What follows belongs to an exercise in optimizing a design on an open flow for small area, a short achievable clock period and few clock cycles per item; a production flow would make more cautious choices.

==> flow/design.v <==
`timescale 1ns / 1ps
module Control(
    input [1:0] Opcode,
    output [7:0] CtrlSign
    );
	assign CtrlSign = (Opcode == 2'b00) ? 8'b11000001 :
					(Opcode == 2'b01) ? 8'b01101010 :
					(Opcode == 2'b10) ? 8'b00100100 :
					8'b00010000;
endmodule
`timescale 1ns / 1ps
module State_Control(
    input [1:0] State,
    output State_Reg_Write,
    output State_Memory,
    output State_PC
    );
	assign State_Memory = (State == 2'b00);
	assign State_Reg_Write = (State == 2'b01);
	assign State_PC = (State == 2'b10);
endmodule
`timescale 1ns / 1ps
module Freq_Div(
    input CLK_IN,
    input RST,
    output reg [1:0] State
    );
	always @(posedge CLK_IN or posedge RST) begin
		if(RST) begin
			State <= 2'b00;
		end else begin
			if(State == 2'b10) begin
				State <= 2'b00;
			end else begin
				State <= State + 2'b01;
			end
		end
	end
endmodule
`timescale 1ns / 1ps
module PC(
    input CLK,
    input RST,
    input Jump,
    input [7:0] Imm,
    output reg [7:0] PCout
    );
	always @(posedge CLK or posedge RST) begin
		if(RST) begin
			PCout <= 0;
		end else begin
			PCout <= PCout + 8'd1 + (Jump ? Imm : 8'd0);
		end
	end
endmodule
`timescale 1ns / 1ps
module MUX(
    input [7:0] NumA,
    input [7:0] NumB,
    input Select,
    output [7:0] Result
    );
	assign Result = (Select == 1'b0) ? NumA : NumB;
endmodule
`timescale 1ns / 1ps
module Reg_Data_Select_Converter(
    input [3:0] IN,
    output reg [1:0] OUT
    );
	always @(*) begin
		if(IN[0] == 1) begin
			OUT = 2'b00;
		end else if(IN[1] == 1) begin
			OUT = 2'b01;
		end else if(IN[2] == 1) begin
			OUT = 2'b10;
		end else if(IN[3] == 1) begin
			OUT = 2'b11;
		end else begin
			OUT = 2'b00;
		end
	end
endmodule
`timescale 1ns / 1ps
module Registers(
    input CLK,
    input RST,
    input [1:0] Read_Reg1,
    input [1:0] Read_Reg2,
    input [1:0] Write_Reg,
    input [7:0] Reg_Write_Data,
    input RegWrite,
    input [7:0] Result,
	input [1:0] Reg_Data_Select,
	output [7:0] Reg_Data,
    output [7:0] Read_Data1,
    output [7:0] Read_Data2,
    output reg [7:0] Reg_Write_Data_Save
    );
	reg [7:0] register0;
	reg [7:0] register1;
	reg [7:0] register2;
	reg [7:0] register3;
	assign Read_Data1 = (Read_Reg1 == 2'b00) ? register0 :
						(Read_Reg1 == 2'b01) ? register1 :
						(Read_Reg1 == 2'b10) ? register2 :
						register3;
	assign Read_Data2 = (Read_Reg2 == 2'b00) ? register0 :
						(Read_Reg2 == 2'b01) ? register1 :
						(Read_Reg2 == 2'b10) ? register2 :
						register3;
	assign Reg_Data = (Reg_Data_Select == 2'b00) ? register0 :
					  (Reg_Data_Select == 2'b01) ? register1 :
					  (Reg_Data_Select == 2'b10) ? register2 :
					  register3;
	always @(posedge CLK) begin
		if(RST) begin
			register0 <= 0;
			register1 <= 0;
			register2 <= 0;
			register3 <= 0;
		end else if(RegWrite == 1'b1) begin
			case(Write_Reg)
				2'b00 : register0 <= Reg_Write_Data;
				2'b01 : register1 <= Reg_Write_Data;
				2'b10 : register2 <= Reg_Write_Data;
				2'b11 : register3 <= Reg_Write_Data;
			endcase
		end
	end
	always @(posedge CLK or posedge RST) begin
		if(RST) begin
			Reg_Write_Data_Save <= 0;
		end else begin
			Reg_Write_Data_Save <= Result;
		end
	end
endmodule
`timescale 1ns / 1ps
module ALU(
    input [7:0] NumA,
    input [7:0] NumB,
    input ALUOP,
    output [7:0] Result
    );
	assign Result = NumA + NumB;
endmodule
`timescale 1ns / 1ps
module v8_to_5_Compressor(
    input [7:0] Address8bits,
    output [4:0] Address5bits
    );
	assign Address5bits = Address8bits[4:0];
endmodule
`timescale 1ns / 1ps
module Data_Memory(
    input CLK,
    input RST,
    input [4:0] Address,
    input [7:0] Write_Data,
    input MemWrite,
    output [7:0] Read_Data
    );
	reg [255:0] mem;
	wire [7:0] wd_lo = Write_Data & {8{~RST}};
	wire [7:0] wd_hi = Write_Data | {8{RST}};
	genvar i;
	generate
		for(i = 0; i < 32; i = i + 1) begin : word
			wire [7:0] init = (i < 16) ? i : (16 - i);
			wire       en   = RST | (MemWrite && Address == i);
			always @(posedge CLK) begin
				if(en) begin
					mem[8*i +: 8] <= (init & wd_hi) | (~init & wd_lo);
				end
			end
		end
	endgenerate
	assign Read_Data = mem[8*Address +: 8];
endmodule
`timescale 1ns / 1ps
module Sign_Extend(
    input [1:0] IN,
    output [7:0] OUT
    );
	assign OUT = (IN[1] == 1) ? 8'b11111100 + IN : 8'b00000000 + IN;
endmodule
`timescale 1ns / 1ps
module v7_Segment(
    input [3:0] hex,
    output reg [6:0] seg
    );
	always @(*) begin
		case(hex)
			4'b0000 : seg = 7'b0111111;
			4'b0001 : seg = 7'b0000110;
			4'b0010 : seg = 7'b1011011;
			4'b0011 : seg = 7'b1001111;
			4'b0100 : seg = 7'b1100110;
			4'b0101 : seg = 7'b1101101;
			4'b0110 : seg = 7'b1111101;
			4'b0111 : seg = 7'b0000111;
			4'b1000 : seg = 7'b1111111;
			4'b1001 : seg = 7'b1101111;
			4'b1010 : seg = 7'b1110111;
			4'b1011 : seg = 7'b1111100;
			4'b1100 : seg = 7'b0111001;
			4'b1101 : seg = 7'b1011110;
			4'b1110 : seg = 7'b1111001;
			4'b1111 : seg = 7'b1110001;
		endcase
	end
endmodule
`timescale 1ns / 1ps
module Microprocessor(
    input [7:0] Instruction,
    input CLK_IN,
    input RST,
	input [3:0] SEL_REG,
    output [7:0] Read_Address,	 
    output [6:0] SEG1,   
	output [6:0] SEG2,	 
	output [6:0] SEG3,   
	output [6:0] SEG4,	 
	output [6:0] SEG5,   
	output [6:0] SEG6	 
    );
	wire [1:0] op = Instruction[7:6];
	wire [1:0] rs = Instruction[5:4];
	wire [1:0] rt = Instruction[3:2];
	wire [1:0] rd = Instruction[1:0];
	wire [7:0] Imm;
	wire [7:0] Read_Data1, Read_Data2, Read_Data;
	wire [7:0] Reg_Data;
	wire [7:0] Reg_Write_Data_Save;
	wire [1:0] Reg_Data_Select;
	Sign_Extend SE1(.IN(Instruction[1:0]), .OUT(Imm));
	wire is_load  = (op == 2'b01);
	wire is_store = (op == 2'b10);
	wire is_jump  = (op == 2'b11);
	wire [7:0] Sum  = Read_Data1 + Read_Data2;	 
	wire [7:0] Addr = Read_Data1 + Imm;		 
	wire [7:0] Result = is_load ? Read_Data : (is_store ? Addr : Sum);
	PC P1(.CLK(CLK_IN), .RST(RST), .Jump(is_jump), .Imm(Imm), .PCout(Read_Address));
	Reg_Data_Select_Converter RDSC1(.IN(SEL_REG), .OUT(Reg_Data_Select));
	Registers R1(.CLK(CLK_IN), .RST(RST), .Read_Reg1(rs), .Read_Reg2(rt),
				.Write_Reg(is_load ? rt : rd), .Reg_Write_Data(is_load ? Read_Data : Sum),
				.RegWrite(op[1] == 1'b0), .Result(Result),
				.Read_Data1(Read_Data1), .Read_Data2(Read_Data2),
				.Reg_Write_Data_Save(Reg_Write_Data_Save),
				.Reg_Data_Select(Reg_Data_Select), .Reg_Data(Reg_Data));
	Data_Memory D1(.CLK(CLK_IN), .RST(RST), .Address(Addr[4:0]),
				.Write_Data(Read_Data2), .MemWrite(is_store), .Read_Data(Read_Data));
	v7_Segment V1(.hex(Reg_Write_Data_Save[7:4]), .seg(SEG1));
	v7_Segment V2(.hex(Reg_Write_Data_Save[3:0]), .seg(SEG2));
	v7_Segment V3(.hex(Read_Address[7:4]), .seg(SEG3));
	v7_Segment V4(.hex(Read_Address[3:0]), .seg(SEG4));
	v7_Segment V5(.hex(Reg_Data[7:4]), .seg(SEG5));
	v7_Segment V6(.hex(Reg_Data[3:0]), .seg(SEG6));
endmodule
clock: 6.0 ns
lec_check: 0
cap_margin: 20
core_margin: 2
core_utilization: 40
setup_slack_margin: 2
slew_margin: 20
run.sh (not shown) runs the stock make flow with config.mk's settings and CLKGATE_MAP_FILE= SYNTH_SCRIPT=/design/flow/synth_recipe.tcl, a recipe that flattens the netlist after the stock synthesis.
Rerun with:
--- a/flow/design.v
+++ b/flow/design.v
@@ -163,21 +163,29 @@
     );
 	reg [255:0] mem;
 	wire [7:0] wd_lo = Write_Data & {8{~RST}};
 	wire [7:0] wd_hi = Write_Data | {8{RST}};
+	wire [31:0] sel = 32'd1 << Address;
 	genvar i;
 	generate
 		for(i = 0; i < 32; i = i + 1) begin : word
 			wire [7:0] init = (i < 16) ? i : (16 - i);
-			wire       en   = RST | (MemWrite && Address == i);
+			wire       en   = RST | (MemWrite & sel[i]);
 			always @(posedge CLK) begin
 				if(en) begin
 					mem[8*i +: 8] <= (init & wd_hi) | (~init & wd_lo);
 				end
 			end
 		end
 	endgenerate
-	assign Read_Data = mem[8*Address +: 8];
+	reg [7:0] rd;
+	integer j;
+	always @(*) begin
+		rd = 8'd0;
+		for(j = 0; j < 32; j = j + 1)
+			rd = rd | (mem[8*j +: 8] & {8{sel[j]}});
+	end
+	assign Read_Data = rd;
 endmodule
 `timescale 1ns / 1ps
 module Sign_Extend(
     input [1:0] IN,
Effect:
- The changed run completed without violations
- worst setup slack degrades by 180 ps
- cell area came out higher by 13%
- synthesized cell count rises by 29%
- wire length goes up by 51%
- count of clock-buffer cells in the layout went down by 5
- maximum frequency drops by 4.1%
- cell count grows by 23%
- first-iteration DRC count came out higher to 2.5 times its value
- utilization climbs by 3.4 points
No functional check of the RTL was part of any run of this note.

afterwards: timing with drivers on the ports:
In the flow no input, the clock included, has a driving cell. The finished layouts below were timed again as built, in two steps.
Step 1 (the two cells are an assumption about what drives the block):
set clk [get_ports {CLK_IN}]
set_driving_cell -lib_cell sky130_fd_sc_hd__clkbuf_16 $clk
set_driving_cell -lib_cell sky130_fd_sc_hd__buf_2 [delete_from_list [all_inputs] $clk]
Step 2, shift: input delay + t, output delay - t, t = (earliest + latest rising clock arrival at the registers) / 2. This alone moves slack from input paths to output paths.
a / b / c = ideal / step 1 / step 2; a / b = the first two.
run | shift t [ns] | slack for setup (ns) | worst setup path at the end | latest minus earliest clock arrival (ns) | worst register clock-pin slew, ns
the first run | 0.557 | 1.734 / 1.694 / 1.211 | input to register | 0.018 / 0.018 | 0.06 / 0.06
the second run | 0.584 | 1.549 / 1.546 / 0.962 | input to register | 0.017 / 0.018 | 0.07 / 0.07
After both steps every run listed still meets setup and hold. The setup slack of the second run, which loses most, moves by -0.003 ns with the drivers and by -0.587 ns with both steps.
